Source: an optimization exercise on an open RTL-to-GDS flow (aim: a short achievable clock period and few clock cycles). Production flows keep margins and buffers that such runs may drop. In this exercise RTL edits were held to simulation tests only and were not proved equivalent to the original. Power is estimated from default activity; no workload was simulated.

==> design.v <==
module RV32I (
    input  wire         CLK,
    input  wire         RST_X,
    output wire [11:0]  imem_addr,
    input  wire [31:0]  imem_rdata,
    output wire [11:0]  dmem_addr,
    output wire  [3:0]  dmem_we,
    output wire [31:0]  dmem_wdata,
    input  wire [31:0]  dmem_rdata,
    output wire [31:0]  io_addr,
    output wire         io_we,
    output wire [31:0]  io_wdata,
    input  wire [31:0]  io_rdata
  );
    localparam NB = 8;
    wire        mp;           
    wire [31:0] redirect;
    wire        stall_d;      
    reg         bv   [0:NB-1];
    reg  [31:0] btag [0:NB-1];
    reg  [31:0] btgt [0:NB-1];
    reg   [1:0] bctr [0:NB-1];
    reg   [2:0] brr;
    reg  [31:0] pc_f;
    reg  [NB-1:0] bh;
    reg  [31:0] b_tgt;
    reg   [1:0] b_ctr;
    reg   [2:0] b_idx;
    integer i;
    always @(*) begin
        b_tgt = 32'h0; b_ctr = 2'b0; b_idx = 3'd0;
        for (i = 0; i < NB; i = i + 1) begin
            bh[i] = bv[i] && (btag[i] == pc_f);
            if (bh[i]) begin
                b_tgt = b_tgt | btgt[i];
                b_ctr = b_ctr | bctr[i];
                b_idx = b_idx | i[2:0];
            end
        end
    end
    wire        b_hit = |bh;
    wire        pt_f  = b_hit && b_ctr[1];
    wire [31:0] pc4_f = pc_f + 32'd4;
    wire [31:0] pn_f  = pt_f ? b_tgt : pc4_f;
    assign imem_addr = pc_f[13:2];
    reg         v_i;
    reg  [31:0] pc_i, pn_i;
    reg         pt_i, hit_i;
    reg   [2:0] idx_i;
    reg   [1:0] q;
    reg  [31:0] q0_ins, q0_pc, q0_pn, q1_ins, q1_pc, q1_pn;
    reg         q0_pt, q0_hit, q1_pt, q1_hit;
    reg   [2:0] q0_idx, q1_idx;
    reg         v_d;
    reg  [31:0] ir_d, pc_d, pn_d;
    reg         pt_d, hit_d;
    reg   [2:0] idx_d;
    wire        dacc  = !v_d || !stall_d;
    wire        q_ne  = (q != 2'd0);
    wire        pop   = dacc && q_ne;
    wire        push  = v_i && !(dacc && !q_ne);
    wire  [1:0] q_nx  = q - {1'b0, pop} + {1'b0, push};
    wire        iss   = !q_nx[1];
    always @(posedge CLK) begin
        if (!RST_X) begin
            pc_f <= 32'h10000000;
            v_i  <= 1'b0;
            q    <= 2'd0;
            v_d  <= 1'b0;
        end else if (mp) begin
            pc_f <= redirect;
            v_i  <= 1'b0;
            q    <= 2'd0;
            v_d  <= 1'b0;
        end else begin
            if (iss) pc_f <= pn_f;
            v_i <= iss;
            q   <= q_nx;
            if (dacc) v_d <= q_ne || v_i;
        end
    end
    always @(posedge CLK) begin
        pc_i  <= pc_f;
        pn_i  <= pn_f;
        pt_i  <= pt_f;
        hit_i <= b_hit;
        idx_i <= b_idx;
        if (pop) begin
            q0_ins <= q1_ins; q0_pc <= q1_pc; q0_pn <= q1_pn;
            q0_pt  <= q1_pt;  q0_hit <= q1_hit; q0_idx <= q1_idx;
        end
        if (push) begin
            if ((q == 2'd0) || (q == 2'd1 && pop)) begin
                q0_ins <= imem_rdata; q0_pc <= pc_i; q0_pn <= pn_i;
                q0_pt  <= pt_i; q0_hit <= hit_i; q0_idx <= idx_i;
            end else begin
                q1_ins <= imem_rdata; q1_pc <= pc_i; q1_pn <= pn_i;
                q1_pt  <= pt_i; q1_hit <= hit_i; q1_idx <= idx_i;
            end
        end
        if (dacc) begin
            if (q_ne) begin
                ir_d <= q0_ins; pc_d <= q0_pc; pn_d <= q0_pn;
                pt_d <= q0_pt; hit_d <= q0_hit; idx_d <= q0_idx;
            end else begin
                ir_d <= imem_rdata; pc_d <= pc_i; pn_d <= pn_i;
                pt_d <= pt_i; hit_d <= hit_i; idx_d <= idx_i;
            end
        end
    end
    wire  [6:0] op  = ir_d[6:0];
    wire  [4:0] rd  = ir_d[11:7];
    wire  [2:0] f3  = ir_d[14:12];
    wire  [4:0] rs1 = ir_d[19:15];
    wire  [4:0] rs2 = ir_d[24:20];
    wire  [6:0] f7  = ir_d[31:25];
    wire is_lui   = (op == 7'h37);
    wire is_auipc = (op == 7'h17);
    wire is_jal   = (op == 7'h6F);
    wire is_jalr  = (op == 7'h67);
    wire is_br    = (op == 7'h63);
    wire is_ld    = (op == 7'h03);
    wire is_st    = (op == 7'h23);
    wire is_opi   = (op == 7'h13);
    wire is_op    = (op == 7'h33);
    wire [31:0] imm_I = {{21{ir_d[31]}}, ir_d[30:20]};
    wire [31:0] imm_S = {{21{ir_d[31]}}, ir_d[30:25], ir_d[11:7]};
    wire [31:0] imm_B = {{20{ir_d[31]}}, ir_d[7], ir_d[30:25], ir_d[11:8], 1'b0};
    wire [31:0] imm_U = {ir_d[31:12], 12'b0};
    wire [31:0] imm_J = {{12{ir_d[31]}}, ir_d[19:12], ir_d[20], ir_d[30:21], 1'b0};
    wire [31:0] imm   = is_st ? imm_S : is_br ? imm_B : is_jal ? imm_J :
                        (is_lui || is_auipc) ? imm_U : imm_I;
    wire use1 = is_jalr || is_br || is_ld || is_st || is_opi || is_op;
    wire use2 = is_br || is_st || is_op;
    wire wen  = (is_lui || is_auipc || is_jal || is_jalr || is_op || is_opi || is_ld) && (rd != 5'd0);
    wire sp   = is_lui || is_auipc || is_jal;       
    wire uimm = is_opi || is_ld || is_st || is_jalr;
    wire [31:0] pc4_d = pc_d + 32'd4;
    wire [31:0] tgt_d = pc_d + imm;
    wire [31:0] spv   = is_lui ? imm_U : is_auipc ? tgt_d : pc4_d;
    wire        tok_d = (pn_d == tgt_d);
    wire [6:0] fn7   = is_opi ? ((f3 == 3'd0) ? 7'd0 : (f7 & 7'h20)) : f7;
    wire       alu_r = is_op || is_opi;
    wire c_add  = !alu_r || (f3 == 3'd0 && fn7 == 7'd0);
    wire c_sub  = alu_r && f3 == 3'd0 && fn7 != 7'd0;
    wire c_sll  = alu_r && f3 == 3'd1;
    wire c_slt  = alu_r && f3 == 3'd2;
    wire c_sltu = alu_r && f3 == 3'd3;
    wire c_xor  = alu_r && f3 == 3'd4;
    wire c_srl  = alu_r && f3 == 3'd5 && !fn7[5];
    wire c_sra  = alu_r && f3 == 3'd5 && fn7[5];
    wire c_or   = alu_r && f3 == 3'd6;
    wire c_and  = alu_r && f3 == 3'd7;
    reg  [31:0] rf [1:31];
    reg         v_e, wen_e, ld_e, st_e, br_e, jal_e, jalr_e, pt_e, tok_e, hit_e;
    reg   [4:0] rd_e;
    reg   [2:0] f3_e, idx_e;
    reg  [31:0] opA, opB, opS, tgt_e, pc4_e, pc_e;
    reg         e_add, e_sub, e_sll, e_slt, e_sltu, e_xor, e_srl, e_sra, e_or, e_and;
    reg         wen_m, ld_m;
    reg   [4:0] rd_m;
    reg   [2:0] f3_m;
    reg  [31:0] val_m;
    reg         wen_m2, ld_m2, io_m2;
    reg   [4:0] rd_m2;
    reg   [2:0] f3_m2;
    reg   [1:0] a_m2;
    reg  [31:0] val_m2, iod_m2;
    reg         wen_w;
    reg   [4:0] rd_w;
    reg  [31:0] val_w;
    wire [31:0] res_e;
    wire hE1 = wen_e  && rd_e  == rs1;
    wire hM1 = wen_m  && rd_m  == rs1;
    wire h21 = wen_m2 && rd_m2 == rs1;
    wire hW1 = wen_w  && rd_w  == rs1;
    wire hE2 = wen_e  && rd_e  == rs2;
    wire hM2 = wen_m  && rd_m  == rs2;
    wire h22 = wen_m2 && rd_m2 == rs2;
    wire hW2 = wen_w  && rd_w  == rs2;
    wire st1 = use1 && (hE1 ? ld_e : hM1 ? ld_m : h21 ? ld_m2 : 1'b0);
    wire st2 = use2 && (hE2 ? ld_e : hM2 ? ld_m : h22 ? ld_m2 : 1'b0);
    assign stall_d = st1 || st2;
    wire [31:0] rf1 = (rs1 == 5'd0) ? 32'h0 : rf[rs1];
    wire [31:0] rf2 = (rs2 == 5'd0) ? 32'h0 : rf[rs2];
    wire [31:0] e1  = hM1 ? val_m : h21 ? val_m2 : hW1 ? val_w : rf1;
    wire [31:0] e2  = hM2 ? val_m : h22 ? val_m2 : hW2 ? val_w : rf2;
    wire [31:0] a_early = sp ? spv : e1;
    wire        a_fe    = !sp && hE1;
    wire [31:0] b_early = uimm ? imm : sp ? 32'h0 : e2;
    wire        b_fe    = !uimm && !sp && hE2;
    wire go_e = v_d && !stall_d && !mp;
    always @(posedge CLK) begin
        if (!RST_X) begin
            v_e <= 1'b0; wen_e <= 1'b0; ld_e <= 1'b0; st_e <= 1'b0;
            br_e <= 1'b0; jal_e <= 1'b0; jalr_e <= 1'b0;
        end else begin
            v_e    <= go_e;
            wen_e  <= go_e && wen;
            ld_e   <= go_e && is_ld;
            st_e   <= go_e && is_st;
            br_e   <= go_e && is_br;
            jal_e  <= go_e && is_jal;
            jalr_e <= go_e && is_jalr;
        end
    end
    always @(posedge CLK) begin
        rd_e  <= rd;
        f3_e  <= f3;
        pt_e  <= pt_d;
        tok_e <= tok_d;
        hit_e <= hit_d;
        idx_e <= idx_d;
        tgt_e <= tgt_d;
        pc4_e <= pc4_d;
        pc_e  <= pc_d;
        opA   <= a_fe ? res_e : a_early;
        opB   <= b_fe ? res_e : b_early;
        opS   <= hE2 ? res_e : e2;
        e_add <= c_add; e_sub <= c_sub; e_sll <= c_sll; e_slt <= c_slt; e_sltu <= c_sltu;
        e_xor <= c_xor; e_srl <= c_srl; e_sra <= c_sra; e_or <= c_or; e_and <= c_and;
    end
    wire [31:0] sum  = opA + opB;
    wire [32:0] dif  = {1'b0, opA} - {1'b0, opB};
    wire        ltu  = dif[32];
    wire        lts  = (opA[31] ^ opB[31]) ? opA[31] : dif[31];
    wire        eq   = (opA == opB);
    wire [31:0] sll  = opA << opB[4:0];
    wire [31:0] srl  = opA >> opB[4:0];
    wire signed [31:0] sopA = opA;
    wire [31:0] sra  = sopA >>> opB[4:0];
    assign res_e = ({32{e_add}}  & sum)
                 | ({32{e_sub}}  & dif[31:0])
                 | ({32{e_sll}}  & sll)
                 | ({32{e_slt}}  & {31'b0, lts})
                 | ({32{e_sltu}} & {31'b0, ltu})
                 | ({32{e_xor}}  & (opA ^ opB))
                 | ({32{e_srl}}  & srl)
                 | ({32{e_sra}}  & sra)
                 | ({32{e_or}}   & (opA | opB))
                 | ({32{e_and}}  & (opA & opB));
    reg cond;
    always @(*) begin
        case (f3_e)
            3'd0: cond = eq;
            3'd1: cond = !eq;
            3'd4: cond = lts;
            3'd5: cond = !lts;
            3'd6: cond = ltu;
            3'd7: cond = !ltu;
            default: cond = 1'b0;
        endcase
    end
    wire ok_tk = pt_e && tok_e;
    assign mp = v_e && (jalr_e || (br_e ? (cond ? !ok_tk : pt_e) : jal_e ? !ok_tk : pt_e));
    assign redirect = jalr_e ? sum : ((br_e && cond) || jal_e) ? tgt_e : pc4_e;
    reg         u_v, u_tk, u_hit;
    reg   [2:0] u_idx;
    reg  [31:0] u_pc, u_tgt;
    always @(posedge CLK) begin
        if (!RST_X) u_v <= 1'b0;
        else        u_v <= br_e || jal_e;
        u_tk  <= (br_e && cond) || jal_e;
        u_hit <= hit_e;
        u_idx <= idx_e;
        u_pc  <= pc_e;
        u_tgt <= tgt_e;
    end
    wire u_match = u_hit && bv[u_idx] && (btag[u_idx] == u_pc);
    integer j;
    always @(posedge CLK) begin
        if (!RST_X) begin
            for (j = 0; j < NB; j = j + 1) bv[j] <= 1'b0;
            brr <= 3'd0;
        end else if (u_v) begin
            if (u_match) begin
                if (u_tk) begin
                    if (bctr[u_idx] != 2'd3) bctr[u_idx] <= bctr[u_idx] + 2'd1;
                end else begin
                    if (bctr[u_idx] != 2'd0) bctr[u_idx] <= bctr[u_idx] - 2'd1;
                end
            end else if (u_tk) begin
                bv[brr]   <= 1'b1;
                btag[brr] <= u_pc;
                btgt[brr] <= u_tgt;
                bctr[brr] <= 2'd2;
                brr       <= brr + 3'd1;
            end
        end
    end
    wire        loc_e = (sum[31:28] == 4'h1);
    wire  [3:0] we_sb = 4'b0001 << sum[1:0];
    wire  [3:0] we_sh = 4'b0011 << {sum[1], 1'b0};
    wire  [3:0] we_b  = (f3_e[1:0] == 2'd2) ? 4'b1111 : (f3_e[1:0] == 2'd1) ? we_sh : we_sb;
    reg   [3:0] m_we;
    reg         m_iowe;
    reg  [31:0] m_wd, m_iowd;
    always @(posedge CLK) begin
        if (!RST_X) begin
            wen_m <= 1'b0; ld_m <= 1'b0; m_we <= 4'b0; m_iowe <= 1'b0;
        end else begin
            wen_m  <= wen_e;
            ld_m   <= ld_e;
            m_we   <= (st_e && loc_e) ? we_b : 4'b0;
            m_iowe <= st_e && !loc_e;
        end
        rd_m   <= rd_e;
        f3_m   <= f3_e;
        val_m  <= jalr_e ? pc4_e : res_e;
        m_wd   <= (f3_e[1:0] == 2'd0) ? {4{opS[7:0]}} : (f3_e[1:0] == 2'd1) ? {2{opS[15:0]}} : opS;
        m_iowd <= opS;
    end
    assign dmem_addr  = val_m[13:2];
    assign dmem_we    = m_we;
    assign dmem_wdata = m_wd;
    assign io_addr    = val_m;
    assign io_we      = m_iowe;
    assign io_wdata   = m_iowd;
    always @(posedge CLK) begin
        if (!RST_X) begin
            wen_m2 <= 1'b0; ld_m2 <= 1'b0;
        end else begin
            wen_m2 <= wen_m;
            ld_m2  <= ld_m;
        end
        rd_m2  <= rd_m;
        f3_m2  <= f3_m;
        a_m2   <= val_m[1:0];
        io_m2  <= (val_m[31:28] != 4'h1);
        val_m2 <= val_m;
        iod_m2 <= io_rdata;
    end
    wire [31:0] t2  = dmem_rdata >> {a_m2, 3'b0};
    wire [31:0] lcm = (f3_m2 == 3'b000) ? {{24{t2[7]}}, t2[7:0]} :
                      (f3_m2 == 3'b100) ? {24'h0, t2[7:0]} :
                      (f3_m2 == 3'b001) ? {{16{t2[15]}}, t2[15:0]} :
                      (f3_m2 == 3'b101) ? {16'h0, t2[15:0]} : t2;
    wire [31:0] ldv = io_m2 ? iod_m2 : lcm;
    always @(posedge CLK) begin
        if (!RST_X) wen_w <= 1'b0;
        else        wen_w <= wen_m2;
        rd_w  <= rd_m2;
        val_w <= ld_m2 ? ldv : val_m2;
    end
    always @(posedge CLK) begin
        if (wen_w) rf[rd_w] <= val_w;
    end
endmodule
==> run.sh <==
#!/bin/bash
# synth_recipe.tcl (not shown) runs the flow's synth.tcl, then flattens the netlist and writes it again
# the make line also repeats each setting of config.mk as NAME=value (left out here)
make -C /OpenROAD-flow-scripts/flow DESIGN_CONFIG=/design/flow/config.mk WORK_HOME=/design/flow/orfs CLKGATE_MAP_FILE= SYNTH_SCRIPT=/design/flow/synth_recipe.tcl finish
==> config.mk <==
export PLATFORM = sky130hd
export DESIGN_NAME = RV32I
export DESIGN_NICKNAME = RV32I
export VERILOG_FILES = /design/flow/design.v
export SDC_FILE = /design/flow/constraint.sdc
export NUM_CORES = 4
export LEC_CHECK = 0
export ABC_CLOCK_PERIOD_IN_PS = 2500
export CAP_MARGIN = 20
export CORE_MARGIN = 2
export CORE_UTILIZATION = 40
export SETUP_SLACK_MARGIN = 5
export SLEW_MARGIN = 20
==> constraint.sdc <==
create_clock -name core_clock -period 8.0 [get_ports {CLK}]
set_input_delay 1.6000 -clock core_clock [delete_from_list [all_inputs] [get_ports {CLK}]]
set_output_delay 1.6000 -clock core_clock [all_outputs]
set_load 0.01 [all_outputs]
==> summary.txt <==
-- layout make-up --
class                           instances  area (sq um)
Fill cell                           22600        133000
Sequential cell                      2456         66800
Multi-Input combinational cell       5039         52400
Timing Repair Buffer                 1409         17900
Clock buffer                          360          7610
Tap cell                             3762          4710
Clock inverter                        135          1490
Inverter                              172           688
Antenna cell                           28          70.1
Timing Repair inverter                  1          8.76
-- power groups by stage --
stage	combinational, mW	sequential, mW	clock, mW
3_5_place_dp	24.5	20.8	0
2_1_floorplan	16.0	18.5	0
3_3_place_gp	24.6	20.7	0
6_report	35.7	20.4	13.0
4_1_cts	32.3	20.2	13.0
5_1_grt	36.6	20.5	13.5
-- cells in the final DEF, fill, tap and decap left out, types with 135 or more instances in the layout --
cell type / Yosys / layout
edfxtp_1: 1722 / 1722
mux4_2: 651 / 651
dfxtp_1: 734 / 602
buf_4: 42 / 546
nor2_1: 639 / 465
a21oi_1: 525 / 353
mux2i_1: 386 / 345
clkbuf_16: 0 / 302
buf_6: 0 / 297
nand2_1: 301 / 270
xor2_1: 290 / 237
o21ai_0: 282 / 209
a211oi_1: 204 / 181
buf_12: 0 / 166
inv_1: 166 / 150
buf_16: 0 / 141
mux2_2: 162 / 135
-- through the flow --
step,hold WS [ns],power [mW]
2_1_floorplan,0.310,34.5
3_3_place_gp,0.311,45.3
3_5_place_dp,0.312,45.4
4_1_cts,0.318,65.5
5_1_grt,0.324,70.6
6_report,0.316,69.1
-- what timing repair did --
item                                   in CTS  in global routing
gates cloned                              183                 21
setup endpoints to repair                1259               1349
pin swaps                                 264                251
gates resized for setup                  2198                570
endpoints found under the hold margin       0                  0
setup buffers                             599                220
-- worst reg2reg max path: stages, from the launching register on --
cell and delay, ns:
dfxtp_4 0.39, inv_1 0.11, ha_4 0.31, nand2b_4 0.09, o311ai_4 0.11, a211o_1 0.39
a21oi_2 0.17, a311o_2 0.19, a211oi_4 0.08, a2111oi_4 0.36, nor2_2 0.08, o31ai_2 0.24
fa_2 0.28, inv_4 0.05, o2bb2ai_4 0.13, nand3_2 0.10, o31ai_4 0.11, or3_4 0.36
o211a_4 0.26, or4_4 0.60, nor3_4 0.21
-- final timing paths --
path                             to  cells after the start  slack, ns              from
setup / recovery  jalr_e$_SDFF_PN0_                     20       3.28    opA[2]$_DFF_P_
hold / removal     u_pc[19]$_DFF_P_                      0       0.32  pc_e[19]$_DFF_P_
hold reg to reg    u_pc[19]$_DFF_P_                      0       0.32  pc_e[19]$_DFF_P_
setup reg to reg  jalr_e$_SDFF_PN0_                     20       3.28    opA[2]$_DFF_P_
-- routing by layer --
metal,vias to the layer above,global-route usage,wire length (um)
met3,1681,0.0847,59000
met5,-,0,109
li1,34400,-,-
met1,44100,0.425,179000
met2,6411,0.512,223000
met4,16,0.223,44600
-- logic make-up (layout without fill, tap and decap cells) --
kind of cell,Yosys count,after routing
DFF,2456,2456
AOI/OAI and AO/OA,1671,1672
and+or+nand+nor,1515,1558
muxes,1199,1199
buffers and inverters,784,2077
xor gates and xnor gates,473,473
adders and majority gates,137,137
other,0,28
==> flow_summary_export.csv <==
group,metric,value,unit
power_and_ir_drop,switchingPower,29.2,mW
detailed_routing,avgViaCountPerCell,6.49,
worst_setup_path,path_cells,"inv_1 -> ha_4 -> nand2b_4 -> o311ai_4 -> a211o_1 -> a21oi_2 -> a311o_2 -> a211oi_4 -> a2111oi_4 -> nor2_2 -> o31ai_2 -> fa_2 -> inv_4 -> o2bb2ai_4 -> nand3_2 -> o31ai_4 -> or3_4 -> o211a_4 -> or4_4 -> nor3_4",
detailed_routing,drtIter0Drc,13800,
sta,clock_skew,0.0872,ns
logic_synthesis,synth_common_cells,"1722 x edfxtp_1, 734 x dfxtp_1, 651 x mux4_2, 639 x nor2_1, 525 x a21oi_1",
sta,hold_violations,0,
detailed_routing,totalWireLength,506,mm
place,gp_congestion,0.997,
power_and_ir_drop,power.internal,39.9,mW
logic_synthesis,muxShareOfSynthArea,0.178,
worst_setup_path,cp_max_fo,10,
detailed_routing,ant_nets,0,
worst_setup_path,start_kind,"flip-flop",
die,ios,223,
clocking,clock_path_buffers,4,
min_path,hp-class,"flip-flop to flip-flop",
place,port_buffers,222,
power_and_ir_drop,clkPwrFrac,0.188,
sta,max_freq,0.212,GHz
power_and_ir_drop,p_per_area,456,mW/mm^2
power_and_ir_drop,swShare,0.423,
clocking,root_buffer,"clkbuf_16",
worst_setup_path,path_buf_inv,2,
status,outcome,"timing/DRC/antenna clean",
worst_setup_path,worstSetupPathType,"flip-flop to flip-flop",
logic_synthesis,synthXorXnorAreaFrac,0.0375,
logic_synthesis,ys_types,93,
logic_synthesis,syn_inst,8235,
logic_synthesis,synth-edff-count,1722,
worst_setup_path,cpLargestDelayFamily,"compound AO/OA/AOI/OAI gates",
flow_run,drv_cap,0,
die,dieArea,0.289,sq mm
logic_synthesis,synthTopCellsByArea,"edfxtp_1 45%, dfxtp_1 13%, mux4_2 13%, mux2i_1 3.4%, a21oi_1 2.3%",
sta,layout_setup_ws,3.28,ns
logic_synthesis,syn-cell-area,0.114,sq mm
grt,grt_antenna_before_repair,60,
die,die_w,538,um
worst_setup_path,arrival,5.52,ns
power_and_ir_drop,ir_worst_vdd,0.285,mV
clocking,cts_max_level,5,
logic_synthesis,synth_top_family_by_area,"multiplexers",
final_layout,top_regs,"rf x992, btag x256, btgt x256",
logic_synthesis,synth-seq-area-share,0.582,
power_and_ir_drop,pwr-share-comb,0.517,
grt,grt_max_degree,73,
logic_synthesis,syn_nets,8470,
final_layout,largest-register,"rf",
final_layout,drive_gt1_frac,0.391,
sta,setup_tns,0,ns
final_layout,final_area,0.152,sq mm
detailed_routing,drc_errors,0,
grt,grt_pass1_vias,82300,
worst_setup_path,slowest_stage,"or4_4",
clocking,numCtsBuffers,273,
die,chipHeight,538,um
logic_synthesis,synth_top_area_frac,0.453,
sta,final_max_slew_viol_count,0,
detailed_routing,wire_per_inst,37.8,um
logic_synthesis,synth-main-ff-cell,"edfxtp_1",
detailed_routing,vias,86700,
sta,finalCritPeriodShare,0.590,
logic_synthesis,async_flop_share,0,
clocking,clock-sinks,2456,
logic_synthesis,synth_fa_ha_area_frac,0.0153,
clocking,cts_tree,"built",
place,dp.cells,11800,
sta,setup_violations,0,
grt,grt_pass1_wl,677,mm
logic_synthesis,avgSynthCellArea,13.9,sq um
clocking,path_clk_slew,0.06,ns
power_and_ir_drop,power_frac_seq,0.295,
final_layout,stdcell_count,13400,
worst_setup_path,max_stage_delay,0.60,ns
final_layout,fin_util,0.533,
logic_synthesis,ys_ff_latch,2456,
worst_setup_path,cp.required,8.81,ns
worst_setup_path,cp-end-kind,"flip-flop",
final_layout,areaGrowthSynthToFinish,33.0,%
clocking,clk_latency,0.94,ns
sta,rsz0062_at_grt,"true",
sta,max_slew_margin,0.113,
logic_synthesis,synth-compound-area-share,0.0956,
final_layout,fin_nets,9587,
logic_synthesis,synth.most_common_cell,"edfxtp_1",
die,core-area,0.284,sq mm
logic_synthesis,synth-simple-area-share,0.0618,
power_and_ir_drop,leakage,54.1,nW
grt,track_usage,0.336,
detailed_routing,drtPass1Iterations,8,
place,dp_slack,1.92,ns
final_layout,largest_reg_flops,992,
grt,grt_overflow,0,
logic_synthesis,yosysWarnings,1,
clocking,postCtsHoldBufs,0,
logic_synthesis,synth.largest_area_cell,"edfxtp_1",
die,rows,196,
place,hpwl,290,mm
sta,period_needed,4.72,ns
sta,worst_slew_pin_slew,1.32,ns
place,post_dp_cell_area,0.121,sq mm
die,start_util,0.401,
Testbench counts, summed over its fixed seeds: cycles 995,852.

[port drivers added, routing unchanged]
No port has a modelled driver above. Below, the same layout with a new extraction and two added sets of constraints. Step 1 assumes that a clkbuf_16 drives the clock port and a buf_2 every other input. Step 2 adds t to the input delays and takes it off the output delays; t is the mean of the earliest and latest rising clock arrival at the registers after step 1. Input paths then give back, and output paths get back, about the clock's delay inside the block. Slacks: no drivers / after step 1 / after step 2; pairs: no drivers / after step 1.
shift t [ns]: 1.006
setup WS [ns]: 3.282 / 3.282 / 3.200
hold slack, ns: 0.316 / 0.316 / 0.316
worst data-port slew with drivers (ns): 0.10
pins driven straight from the clock port: 1
After both steps setup and hold are still met in this run. The setup slack of this run moves by 0.000 ns with the drivers and by -0.082 ns with both steps.
